Source: an optimization exercise on an open RTL-to-GDS flow (aim: small area and a short achievable clock period). Production flows keep margins and buffers that such runs may drop.
Where RTL was checked, it was by simulation tests only, not by an equivalence proof against the original.
No activity file was given, so power comes from the tool's default toggle rates.

old:
==> flow/design.v (excerpt) <==
module folding_2(Xn,Yn,a,b,clk,switch,rst);
input [15:0] Xn,a,b;
input clk,switch,rst;
output reg [15:0] Yn;
reg ph;                   
reg phn;                  
reg rq;                   
reg [15:0] c;             
reg [15:0] yo;            
reg [15:0] h2, h3, h4;    
reg [15:0] asn, acn;      
wire sh = phn | rq;       
wire [255:0] ppn;
genvar gk, gi;
generate for (gk = 0; gk < 16; gk = gk + 1) begin : g_pp
  for (gi = 0; gi < 16 - gk; gi = gi + 1) begin : g_ppi
    assign ppn[gk*16 + gi] = ~(c[gk] & yo[gi]);
  end
end endgenerate
wire [15:0] asg = asn | {16{phn}};
wire [15:0] acg = acn | {16{phn}};
wire [15:0] xg = ~(Xn & {16{ph}});
wire [15:0] tsn, tcn, ysum;
wire s1, k2;
wire s3, k4;
wire s5, k6;
wire s7, k8;
wire s9, k10;
wire s11, k12;
wire s13, k14;
wire s15, k16;
wire s17, k18;
wire s19, k20;
wire s21, k22;
wire s23, k24;
wire s25, k26;
wire s27, k28;
wire s29, k30;
wire s31, k32;
wire s33, k34;
wire s35, k36;
wire s37, k38;
wire s39, k40;
wire s41, k42;
wire s43, k44;
wire s45, k46;
wire s47, k48;
wire s49, k50;
wire s51, k52;
wire s53, k54;
wire s55, k56;
wire s57, k58;
wire s59, k60;
wire s61, k62;
wire s63, k64;
wire s65, k66;
wire s67, k68;
wire s69, k70;
wire s71, k72;
wire s73, k74;
wire s75, k76;
wire s77, k78;
wire s79, k80;
wire s81, k82;
wire s83, k84;
wire s85, k86;
wire s87, k88;
wire s89, k90;
wire s91, k92;
wire s93, k94;
wire s95, k96;
wire s97, k98;
wire s99, k100;
wire s101, k102;
wire s103, k104;
wire s105, k106;
wire s107, k108;
wire s109, k110;
wire s111, k112;
wire s113, k114;
wire s115, k116;
wire s117, k118;
wire s119, k120;
wire s121, k122;
wire s123, k124;
wire s125, k126;
wire s127, k128;
wire s129, k130;
wire s131, k132;
wire s133, k134;
wire s135, k136;
wire s137, k138;
wire s139, k140;
wire s141, k142;
wire s143, k144;
wire s145, k146;
wire s147, k148;
wire s149, k150;
wire s151, k152;
wire s153, k154;
wire s155, k156;
wire s157, k158;
wire s159, k160;
  ...
For scale: roughly 660 cells after synthesis, about 130 flip-flops, about 67 I/O pins, about 0.0082 mm^2 of cells after synthesis.
clock: 8.0 ns
lec_check: 0
abc_clock_period_in_ps: 3000
cap_margin: 20
core_margin: 2
core_utilization: 40
setup_slack_margin: 5
slew_margin: 20
synth_hierarchical: 1
synth_minimum_keep_size: 0
run.sh (not shown) runs the stock make flow with config.mk's settings and CLKGATE_MAP_FILE= SYNTH_SCRIPT=/design/flow/synth_recipe.tcl, a recipe that flattens the netlist after the stock synthesis.
Edits applied to the flow inputs when going from old to new:
Settings: SETUP_SLACK_MARGIN now 4.5, was 5.
## What came out
- Met1 wire length | new below old
- Sum of overflow across all layers after global routing: new vs old identical
- On area share of and/or/nand/nor cells after synthesis, new tracks old almost exactly.
- There was hardly any difference in worst hold slack between old and new.
- new ended up with fa_2 as its cell with the largest stage delay on the worst path; old ended up with fa_1.
No functional check of the RTL was part of any run of this note.

========
== build 8 ==
folding_2, a different RTL version from the one above (not shown whole).
Size in the first run: about 640 cells after synthesis, about 67 I/O pins.
clock: 8.0 ns
lec_check: 0
abc_clock_period_in_ps: 3000
cap_margin: 20
core_margin: 2
core_utilization: 55
place_density: 0.75
setup_slack_margin: 5
slew_margin: 20
synth_hierarchical: 1
synth_minimum_keep_size: 0
standard.sh (not shown) runs the stock make flow with config.mk's settings and CLKGATE_MAP_FILE= SYNTH_SCRIPT=/design/flow/synth_recipe.tcl, a recipe that flattens the netlist after the stock synthesis.
==> flow/flow/run.sh <==
#!/bin/bash
# Own flow: the standard ORFS flow (standard.sh), with these changes:
#  - ports are buffered with sky130_fd_sc_hd__buf_1 (the resizer upsizes them where timing needs it)
#  - CTS uses clkbuf_4/clkbuf_8 and inserts no dummy loads
# Each step's output goes to its own log in the work folder (ORFS also keeps its logs in orfs/logs).
set -euo pipefail
export BUFFER_PORTS_ARGS="-buffer_cell sky130_fd_sc_hd__buf_1"
export CTS_ARGS="-sink_clustering_enable -repair_clock_nets -dont_use_dummy_load -buf_list {sky130_fd_sc_hd__clkbuf_4 sky130_fd_sc_hd__clkbuf_8}"
net="$PWD/orfs/results/sky130hd/folding_2/base/1_2_yosys.v"
bash standard.sh "$net" > synth.log 2>&1
n=$(grep -c 'sky130_fd_sc_hd__a22oi_2 ' "$net" || true)
sed -i 's/sky130_fd_sc_hd__a22oi_2 /sky130_fd_sc_hd__a22oi_1 /' "$net"
echo "swapped $n a22oi_2 for a22oi_1" > swap.log
bash standard.sh > standard.log 2>&1
The following lists how build 50 was set up differently from build 8:
diff --git a/flow/config.mk b/flow/config.mk
--- a/flow/config.mk
+++ b/flow/config.mk
@@ -9,7 +9,6 @@
 export CAP_MARGIN = 20
 export CORE_MARGIN = 2
-export CORE_UTILIZATION = 55
-export PLACE_DENSITY = 0.75
-export SETUP_SLACK_MARGIN = 5
+export CORE_UTILIZATION = 40
+export SETUP_SLACK_MARGIN = 4.8
 export SLEW_MARGIN = 20
 export SYNTH_HIERARCHICAL = 1
## What came out
- Compared with build 8, build 50 shows a combinational cell fraction of total power that is 1.5 points lower.
- Comparing build 8 and build 50, non-clock buffer count is higher on build 8.
- Build 50 vs build 8: site row count up in build 50
- | global-route wire length before repair | build 50 vs build 8 | about 2% higher |
- Build 8 -> build 50: number of non-clock inverters in the layout delta 0, exact match
- | detailed-route via count | higher: build 8 |
- Changes observed in build 50 relative to build 8: total number of tap cells higher, global router's overall resource usage decreased 5.7 points.
- [build 50] number of gates given a new drive strength after cts fell 16 relative to build 8
- Looking at critical path's slowest cell, the dfxtp_1 result is from build 50; the fa_1 one comes from build 8.
- Between build 8 and build 50, combinational power is higher for build 8, build 50 comes in under that.
Modified inputs, build 41 compared to build 50
==> flow/flow/run.sh <==
#!/bin/bash
# Own flow: the standard ORFS flow (standard.sh) with two changes:
#  - ports are buffered with sky130_fd_sc_hd__buf_1 (the resizer upsizes them where timing needs it)
#  - CTS uses clkbuf_4/clkbuf_8 and inserts no dummy loads
# Every tool's output goes to standard.log in the work folder (ORFS also keeps its own logs in orfs/logs).
set -euo pipefail
export BUFFER_PORTS_ARGS="-buffer_cell sky130_fd_sc_hd__buf_1"
export CTS_ARGS="-sink_clustering_enable -repair_clock_nets -dont_use_dummy_load -buf_list {sky130_fd_sc_hd__clkbuf_4 sky130_fd_sc_hd__clkbuf_8}"
bash standard.sh > standard.log 2>&1
diff --git a/flow/config.mk b/flow/config.mk
--- a/flow/config.mk
+++ b/flow/config.mk
@@ -6,9 +6,10 @@
 export NUM_CORES = 4
 export LEC_CHECK = 0
+export ABC_AREA = 1
 export ABC_CLOCK_PERIOD_IN_PS = 3000
 export CAP_MARGIN = 20
 export CORE_MARGIN = 2
 export CORE_UTILIZATION = 40
-export SETUP_SLACK_MARGIN = 4.8
+export SETUP_SLACK_MARGIN = 5
 export SLEW_MARGIN = 20
 export SYNTH_HIERARCHICAL = 1
==> comparison <==
The run showing the greater layout cell share with drive strength beyond 1 is build 50.
Going from build 50 to build 41, slew of the pin with the lowest slew margin went up by 0.0041 ns; synthesized area moved up; routed wire length increased 4100 um; count of buffering cells on the critical path with inverters included now sits higher.
Clock period minus worst slack: build 41 < build 50
Build 41 consumes less power than build 50 does.

========
## P
Another version of the RTL of folding_2 (not shown whole).
Size in the first run: ~750 cells after synthesis, roughly 110 flip-flops, ~67 I/O pins.
Design folding_2, start of the top module:
module folding_2(Xn,Yn,a,b,clk,switch,rst);
input [15:0] Xn,a,b;
input clk,switch,rst;
output reg [15:0] Yn;
reg ph;                   
reg rq;                   
reg [15:0] c;             
reg [15:0] h2, h3, h4;    
reg [15:0] as_, ac;       
wire [15:0] y = ph ? h3 : h4;
wire [15:0] as_g = as_ & {16{ph}};
wire [15:0] ac_g = ac & {16{ph}};
wire [15:0] x_g = Xn & {16{ph}};
wire [15:0] ns, nc, ysum;
wire sh = ~ph | rq;        
  wire pp0_0;
  wire pp0_1;
  wire pp0_2;
  wire pp0_3;
  wire pp0_4;
  wire pp0_5;
  wire pp0_6;
  wire pp0_7;
  wire pp0_8;
  wire pp0_9;
  wire pp0_10;
  wire pp0_11;
  wire pp0_12;
  wire pp0_13;
  wire pp0_14;
  wire pp0_15;
  wire pp1_0;
  wire pp1_1;
  wire pp1_2;
  wire pp1_3;
  wire pp1_4;
  wire pp1_5;
  wire pp1_6;
  wire pp1_7;
  wire pp1_8;
  wire pp1_9;
  wire pp1_10;
  wire pp1_11;
  wire pp1_12;
  wire pp1_13;
  wire pp1_14;
  wire pp2_0;
  wire pp2_1;
  wire pp2_2;
  wire pp2_3;
  wire pp2_4;
  wire pp2_5;
  wire pp2_6;
  wire pp2_7;
  wire pp2_8;
  wire pp2_9;
  wire pp2_10;
  wire pp2_11;
  wire pp2_12;
  wire pp2_13;
  wire pp3_0;
  wire pp3_1;
  wire pp3_2;
  wire pp3_3;
  wire pp3_4;
  wire pp3_5;
  wire pp3_6;
  wire pp3_7;
  wire pp3_8;
  wire pp3_9;
  wire pp3_10;
  wire pp3_11;
  wire pp3_12;
  wire pp4_0;
  wire pp4_1;
  wire pp4_2;
  wire pp4_3;
  wire pp4_4;
  wire pp4_5;
  wire pp4_6;
  wire pp4_7;
  wire pp4_8;
  wire pp4_9;
  wire pp4_10;
  wire pp4_11;
  wire pp5_0;
  wire pp5_1;
  wire pp5_2;
  wire pp5_3;
  wire pp5_4;
  wire pp5_5;
  wire pp5_6;
  wire pp5_7;
  wire pp5_8;
  wire pp5_9;
  wire pp5_10;
  wire pp6_0;
  wire pp6_1;
  wire pp6_2;
  wire pp6_3;
  wire pp6_4;
  wire pp6_5;
  wire pp6_6;
  wire pp6_7;
  wire pp6_8;
  wire pp6_9;
  wire pp7_0;
  wire pp7_1;
  wire pp7_2;
  wire pp7_3;
  wire pp7_4;
  wire pp7_5;
  ...
make LEC_CHECK=0 ABC_CLOCK_PERIOD_IN_PS=3000 CAP_MARGIN=20 CORE_MARGIN=2 CORE_UTILIZATION=40 SETUP_SLACK_MARGIN=4.5 SLEW_MARGIN=20 finish   # period 8.0 ns
run.sh (not shown) runs the stock make flow with config.mk's settings and CLKGATE_MAP_FILE= SYNTH_SCRIPT=/design/flow/synth_recipe.tcl, a recipe that flattens the netlist after the stock synthesis.
Stock flow here: none of the scripts above is used.
The following lists how Q was set up differently from P:
- SETUP_SLACK_MARGIN changed from 4.5 to 5
- ABC_CLOCK_PERIOD_IN_PS changed from 3000 to 2500
==> run summary <==
Going from P to Q, worst setup slack shrinks by 42 ps.
Re routed wire length: Q is 210 um down on P.
Comparing Q against P, there is no change at all in clock-buffer cell count.
Power per standard cell area in Q is 4.2 mW/mm2 higher than in P
Cell area: Q vs P — no meaningful difference
As of Q, maximum frequency had fallen slightly compared to P.
In terms of cell count after placement, P and Q differ only marginally.
Against P as the reference, Q delivers a higher combinational cell fraction of total power.
No functional check of the RTL was part of any run of this note.

-- afterwards: timing with drivers on the ports --
The results above use ideal ports. As a check the final layouts listed here were re-extracted and re-timed, cells and wires unchanged. Step 1 (the two cells are an assumption about what drives the block):
set clk [get_ports {clk}]
set_driving_cell -lib_cell sky130_fd_sc_hd__clkbuf_16 $clk
set_driving_cell -lib_cell sky130_fd_sc_hd__buf_2 [delete_from_list [all_inputs] $clk]
Step 2 times the ports against the registers' clock, not the clock port: input delays grow and output delays shrink by t, the midpoint of the rising clock arrivals with the driver on. Three values: ideal, step 1, step 2; two values: the first two.
| run | shift t [ns] | slack for setup (ns) | clock arrival spread, ns | worst register clock-pin slew, ns | worst data-port slew with drivers (ns) |
|---|---|---|---|---|---|
| old | 0.473 | 4.554 / 4.554 / 4.256 | 0.015 / 0.016 | 0.07 / 0.07 | 0.03 |
| new | 0.462 | 4.520 / 4.520 / 4.243 | 0.015 / 0.014 | 0.06 / 0.06 | 0.04 |
| build 8 | 0.488 | 5.067 / 5.067 / 4.854 | 0.025 / 0.025 | 0.08 / 0.08 | 0.03 |
| build 50 | 0.485 | 4.920 / 4.920 / 4.829 | 0.041 / 0.040 | 0.09 / 0.09 | 0.03 |
| build 41 | 0.476 | 5.095 / 5.095 / 4.896 | 0.037 / 0.037 | 0.09 / 0.09 | 0.03 |
| P | 0.466 | 3.845 / 3.845 / 3.845 | 0.013 / 0.014 | 0.07 / 0.07 | 0.04 |
| Q | 0.461 | 3.803 / 3.803 / 3.803 | 0.009 / 0.009 | 0.06 / 0.06 | 0.04 |
After both steps every run listed still meets setup and hold. The setup slack of old, which loses most, moves by 0.000 ns with the drivers and by -0.298 ns with both steps.
